Context: an optimization exercise on an open-source flow, tuned for small area, a short achievable clock period and few clock cycles per item. The choices shown serve that exercise and are no tape-out recipe. No activity file was given, so power comes from the tool's default toggle rates.

==> flow/design.v <==
`timescale 1ns / 1ps
module Control(
    input [1:0] Opcode,
    output [7:0] CtrlSign
    );
	assign CtrlSign = (Opcode == 2'b00) ? 8'b11000001 :
					(Opcode == 2'b01) ? 8'b01101010 :
					(Opcode == 2'b10) ? 8'b00100100 :
					8'b00010000;
endmodule
`timescale 1ns / 1ps
module State_Control(
    input [1:0] State,
    output State_Reg_Write,
    output State_Memory,
    output State_PC
    );
	assign State_Memory = (State == 2'b00);
	assign State_Reg_Write = (State == 2'b01);
	assign State_PC = (State == 2'b10);
endmodule
`timescale 1ns / 1ps
module Freq_Div(
    input CLK_IN,
    input RST,
    output reg [1:0] State
    );
	always @(posedge CLK_IN or posedge RST) begin
		if(RST) begin
			State <= 2'b00;
		end else begin
			if(State == 2'b10) begin
				State <= 2'b00;
			end else begin
				State <= State + 2'b01;
			end
		end
	end
endmodule
`timescale 1ns / 1ps
module PC(
    input CLK,
    input RST,
    input Jump,
    input [7:0] Imm,
    output reg [7:0] PCout
    );
	always @(posedge CLK or posedge RST) begin
		if(RST) begin
			PCout <= 0;
		end else begin
			PCout <= PCout + 8'd1 + (Jump ? Imm : 8'd0);
		end
	end
endmodule
`timescale 1ns / 1ps
module MUX(
    input [7:0] NumA,
    input [7:0] NumB,
    input Select,
    output [7:0] Result
    );
	assign Result = (Select == 1'b0) ? NumA : NumB;
endmodule
`timescale 1ns / 1ps
module Reg_Data_Select_Converter(
    input [3:0] IN,
    output reg [1:0] OUT
    );
	always @(*) begin
		if(IN[0] == 1) begin
			OUT = 2'b00;
		end else if(IN[1] == 1) begin
			OUT = 2'b01;
		end else if(IN[2] == 1) begin
			OUT = 2'b10;
		end else if(IN[3] == 1) begin
			OUT = 2'b11;
		end else begin
			OUT = 2'b00;
		end
	end
endmodule
`timescale 1ns / 1ps
module Registers(
    input CLK,
    input RST,
    input [1:0] Read_Reg1,
    input [1:0] Read_Reg2,
    input [1:0] Write_Reg,
    input [7:0] Reg_Write_Data,
    input RegWrite,
    input [7:0] Result,
	input [1:0] Reg_Data_Select,
	output [7:0] Reg_Data,
    output [7:0] Read_Data1,
    output [7:0] Read_Data2,
    output reg [7:0] Reg_Write_Data_Save
    );
	reg [7:0] register0;
	reg [7:0] register1;
	reg [7:0] register2;
	reg [7:0] register3;
	assign Read_Data1 = (Read_Reg1 == 2'b00) ? register0 :
						(Read_Reg1 == 2'b01) ? register1 :
						(Read_Reg1 == 2'b10) ? register2 :
						register3;
	assign Read_Data2 = (Read_Reg2 == 2'b00) ? register0 :
						(Read_Reg2 == 2'b01) ? register1 :
						(Read_Reg2 == 2'b10) ? register2 :
						register3;
	assign Reg_Data = (Reg_Data_Select == 2'b00) ? register0 :
					  (Reg_Data_Select == 2'b01) ? register1 :
					  (Reg_Data_Select == 2'b10) ? register2 :
					  register3;
	always @(posedge CLK or posedge RST) begin
		if(RST) begin
			register0 <= 0;
			register1 <= 0;
			register2 <= 0;
			register3 <= 0;
		end else if(RegWrite == 1'b1) begin
			case(Write_Reg)
				2'b00 : register0 <= Reg_Write_Data;
				2'b01 : register1 <= Reg_Write_Data;
				2'b10 : register2 <= Reg_Write_Data;
				2'b11 : register3 <= Reg_Write_Data;
			endcase
		end
	end
	always @(posedge CLK or posedge RST) begin
		if(RST) begin
			Reg_Write_Data_Save <= 0;
		end else begin
			Reg_Write_Data_Save <= Result;
		end
	end
endmodule
`timescale 1ns / 1ps
module ALU(
    input [7:0] NumA,
    input [7:0] NumB,
    input ALUOP,
    output [7:0] Result
    );
	assign Result = NumA + NumB;
endmodule
`timescale 1ns / 1ps
module v8_to_5_Compressor(
    input [7:0] Address8bits,
    output [4:0] Address5bits
    );
	assign Address5bits = Address8bits[4:0];
endmodule
`timescale 1ns / 1ps
module Data_Memory(
    input CLK,
    input RST,
    input [4:0] Address,
    input [7:0] Write_Data,
    input MemWrite,
    output [7:0] Read_Data
    );
	reg [255:0] mem;
	wire [7:0] wd_lo = Write_Data & {8{~RST}};
	wire [7:0] wd_hi = Write_Data | {8{RST}};
	genvar i;
	generate
		for(i = 0; i < 32; i = i + 1) begin : word
			wire [7:0] init = (i < 16) ? i : (16 - i);
			wire       en   = RST | (MemWrite && Address == i);
			always @(posedge CLK) begin
				if(en) begin
					mem[8*i +: 8] <= (init & wd_hi) | (~init & wd_lo);
				end
			end
		end
	endgenerate
	function [7:0] sel4(input [1:0] s, input [7:0] a, input [7:0] b, input [7:0] c, input [7:0] d);
		sel4 = s[1] ? (s[0] ? d : c) : (s[0] ? b : a);
	endfunction
	wire [7:0] l1 [0:7];
	generate
		for(i = 0; i < 8; i = i + 1) begin : lev1
			assign l1[i] = sel4(Address[1:0], mem[32*i +: 8], mem[32*i+8 +: 8],
								mem[32*i+16 +: 8], mem[32*i+24 +: 8]);
		end
	endgenerate
	wire [7:0] l2a = sel4(Address[3:2], l1[0], l1[1], l1[2], l1[3]);
	wire [7:0] l2b = sel4(Address[3:2], l1[4], l1[5], l1[6], l1[7]);
	assign Read_Data = Address[4] ? l2b : l2a;
endmodule
`timescale 1ns / 1ps
module Sign_Extend(
    input [1:0] IN,
    output [7:0] OUT
    );
	assign OUT = (IN[1] == 1) ? 8'b11111100 + IN : 8'b00000000 + IN;
endmodule
module v7_Segment(input [3:0] hex, output [6:0] seg); wire [3:0] h = hex;
assign seg[0] = ~((~h[3] & ~h[2] & ~h[1] & h[0]) | (~h[3] & h[2] & ~h[1] & ~h[0]) | (h[3] & ~h[2] & h[1] & h[0]) | (h[3] & h[2] & ~h[1] & h[0]));
assign seg[1] = ~((~h[3] & h[2] & ~h[1] & h[0]) | (h[3] & h[2] & ~h[0]) | (h[3] & h[1] & h[0]) | (h[2] & h[1] & ~h[0]));
assign seg[2] = ~((~h[3] & ~h[2] & h[1] & ~h[0]) | (h[3] & h[2] & h[1]) | (h[3] & h[2] & ~h[0]));
assign seg[3] = ~((~h[3] & ~h[2] & ~h[1] & h[0]) | (~h[3] & h[2] & ~h[1] & ~h[0]) | (h[3] & ~h[2] & h[1] & ~h[0]) | (h[2] & h[1] & h[0]));
assign seg[4] = ~((~h[3] & h[2] & ~h[1]) | (~h[3] & h[0]) | (~h[2] & ~h[1] & h[0]));
assign seg[5] = ~((~h[3] & ~h[2] & h[1]) | (~h[3] & ~h[2] & h[0]) | (~h[3] & h[1] & h[0]) | (h[3] & h[2] & ~h[1] & h[0]));
assign seg[6] = ~((~h[3] & ~h[2] & ~h[1]) | (~h[3] & h[2] & h[1] & h[0]) | (h[3] & h[2] & ~h[1] & ~h[0]));
endmodule
`timescale 1ns / 1ps
module Microprocessor(
    input [7:0] Instruction,
    input CLK_IN,
    input RST,
	input [3:0] SEL_REG,
    output [7:0] Read_Address,	 
    output [6:0] SEG1,   
	output [6:0] SEG2,	 
	output [6:0] SEG3,   
	output [6:0] SEG4,	 
	output [6:0] SEG5,   
	output [6:0] SEG6	 
    );
	wire [1:0] op = Instruction[7:6];
	wire [1:0] rs = Instruction[5:4];
	wire [1:0] rt = Instruction[3:2];
	wire [1:0] rd = Instruction[1:0];
	wire [7:0] Imm;
	wire [7:0] Read_Data1, Read_Data2, Read_Data;
	wire [7:0] Reg_Data;
	wire [7:0] Reg_Write_Data_Save;
	wire [1:0] Reg_Data_Select;
	Sign_Extend SE1(.IN(Instruction[1:0]), .OUT(Imm));
	wire is_load  = (op == 2'b01);
	wire is_store = (op == 2'b10);
	wire is_jump  = (op == 2'b11);
	wire [7:0] Sum  = Read_Data1 + Read_Data2;	 
	wire [7:0] Addr = Read_Data1 + Imm;		 
	wire [7:0] Result = is_load ? Read_Data : (is_store ? Addr : Sum);
	PC P1(.CLK(CLK_IN), .RST(RST), .Jump(is_jump), .Imm(Imm), .PCout(Read_Address));
	Reg_Data_Select_Converter RDSC1(.IN(SEL_REG), .OUT(Reg_Data_Select));
	Registers R1(.CLK(CLK_IN), .RST(RST), .Read_Reg1(rs), .Read_Reg2(rt),
				.Write_Reg(is_load ? rt : rd), .Reg_Write_Data(is_load ? Read_Data : Sum),
				.RegWrite(op[1] == 1'b0), .Result(Result),
				.Read_Data1(Read_Data1), .Read_Data2(Read_Data2),
				.Reg_Write_Data_Save(Reg_Write_Data_Save),
				.Reg_Data_Select(Reg_Data_Select), .Reg_Data(Reg_Data));
	Data_Memory D1(.CLK(CLK_IN), .RST(RST), .Address(Addr[4:0]),
				.Write_Data(Read_Data2), .MemWrite(is_store), .Read_Data(Read_Data));
	v7_Segment V1(.hex(Reg_Write_Data_Save[7:4]), .seg(SEG1));
	v7_Segment V2(.hex(Reg_Write_Data_Save[3:0]), .seg(SEG2));
	v7_Segment V3(.hex(Read_Address[7:4]), .seg(SEG3));
	v7_Segment V4(.hex(Read_Address[3:0]), .seg(SEG4));
	v7_Segment V5(.hex(Reg_Data[7:4]), .seg(SEG5));
	v7_Segment V6(.hex(Reg_Data[3:0]), .seg(SEG6));
endmodule
==> flow/config.mk <==
export PLATFORM = sky130hd
export DESIGN_NAME = Microprocessor
export DESIGN_NICKNAME = Microprocessor
export VERILOG_FILES = /design/flow/design.v
export SDC_FILE = /design/flow/constraint.sdc
export NUM_CORES = 4
export LEC_CHECK = 0
export CAP_MARGIN = 20
export CORE_MARGIN = 2
export CORE_UTILIZATION = 40
export CTS_BUF_LIST = sky130_fd_sc_hd__clkbuf_8
export SETUP_SLACK_MARGIN = 2
export SLEW_MARGIN = 20
==> flow/constraint.sdc <==
create_clock -name core_clock -period 6.0 [get_ports {CLK_IN}]
set_input_delay 1.2000 -clock core_clock [delete_from_list [all_inputs] [get_ports {CLK_IN}]]
set_output_delay 1.2000 -clock core_clock [all_outputs]
set_load 0.01 [all_outputs]
standard.sh (not shown) runs the stock make flow with config.mk's settings and CLKGATE_MAP_FILE= SYNTH_SCRIPT=/design/flow/synth_recipe.tcl, a recipe that flattens the netlist after the stock synthesis.
==> flow/flow/run.sh <==
#!/bin/bash
# The standard layout (the standard.sh: unchanged synthesis, floorplan,
# placement, CTS, routing), with the port buffers that buffer_ports inserts
# made plain buffers instead of the default delay-cell buffers.
set -euo pipefail
export BUFFER_PORTS_ARGS="-buffer_cell sky130_fd_sc_hd__buf_2"
bash standard.sh > standard.log 2>&1
The baseline went through all stages and came out clean.
Change:
--- a/flow/design.v
+++ b/flow/design.v
@@ -175,21 +175,9 @@
 				end
 			end
 		end
 	endgenerate
-	function [7:0] sel4(input [1:0] s, input [7:0] a, input [7:0] b, input [7:0] c, input [7:0] d);
-		sel4 = s[1] ? (s[0] ? d : c) : (s[0] ? b : a);
-	endfunction
-	wire [7:0] l1 [0:7];
-	generate
-		for(i = 0; i < 8; i = i + 1) begin : lev1
-			assign l1[i] = sel4(Address[1:0], mem[32*i +: 8], mem[32*i+8 +: 8],
-								mem[32*i+16 +: 8], mem[32*i+24 +: 8]);
-		end
-	endgenerate
-	wire [7:0] l2a = sel4(Address[3:2], l1[0], l1[1], l1[2], l1[3]);
-	wire [7:0] l2b = sel4(Address[3:2], l1[4], l1[5], l1[6], l1[7]);
-	assign Read_Data = Address[4] ? l2b : l2a;
+	assign Read_Data = mem[8*Address +: 8];
 endmodule
 `timescale 1ns / 1ps
 module Sign_Extend(
     input [1:0] IN,
The changed run went through all stages and came out clean.
Setup slack gains 0.13 ns.
Fmax came out higher by a few percent.
Die area hardly moves.
Routed wire length came out higher slightly.
Sequential power came out lower by a few percent.
Cell count came out higher by a few percent.
Via count came out higher by a few percent.
Critical path depth came out higher by 2.
Final area came out lower by a few percent.
Non-clock buffer count came out lower by 9.
Global-route usage came out higher by 0.32 points.
No run of this note included a check of the RTL's function; only the layout flow was run.

==> re-timing with driven ports <==
The flow's constraints put no driver on any port. The routed layouts listed below were extracted and timed again, unchanged, in two steps. Step 1: set_driving_cell puts a clkbuf_16 on CLK_IN and a buf_2 on each other input, an assumption about the parent block. Step 2 adds t to the input delays and takes it off the output delays; t is the mean of the earliest and latest rising clock arrival at the registers after step 1. Input paths then give back, and output paths get back, about the clock's delay inside the block. Slacks: no drivers / after step 1 / after step 2; pairs: no drivers / after step 1.
run	t (ns)	setup WS [ns]	worst setup path at the end
the first run	0.643	1.706 / 1.718 / 1.075	input to register
the second run	0.619	1.833 / 1.826 / 1.207	input to register
After both steps every run listed still meets setup and hold. For the first run, which loses most, drivers alone change the setup slack by +0.012 ns; drivers and shift together by -0.631 ns.
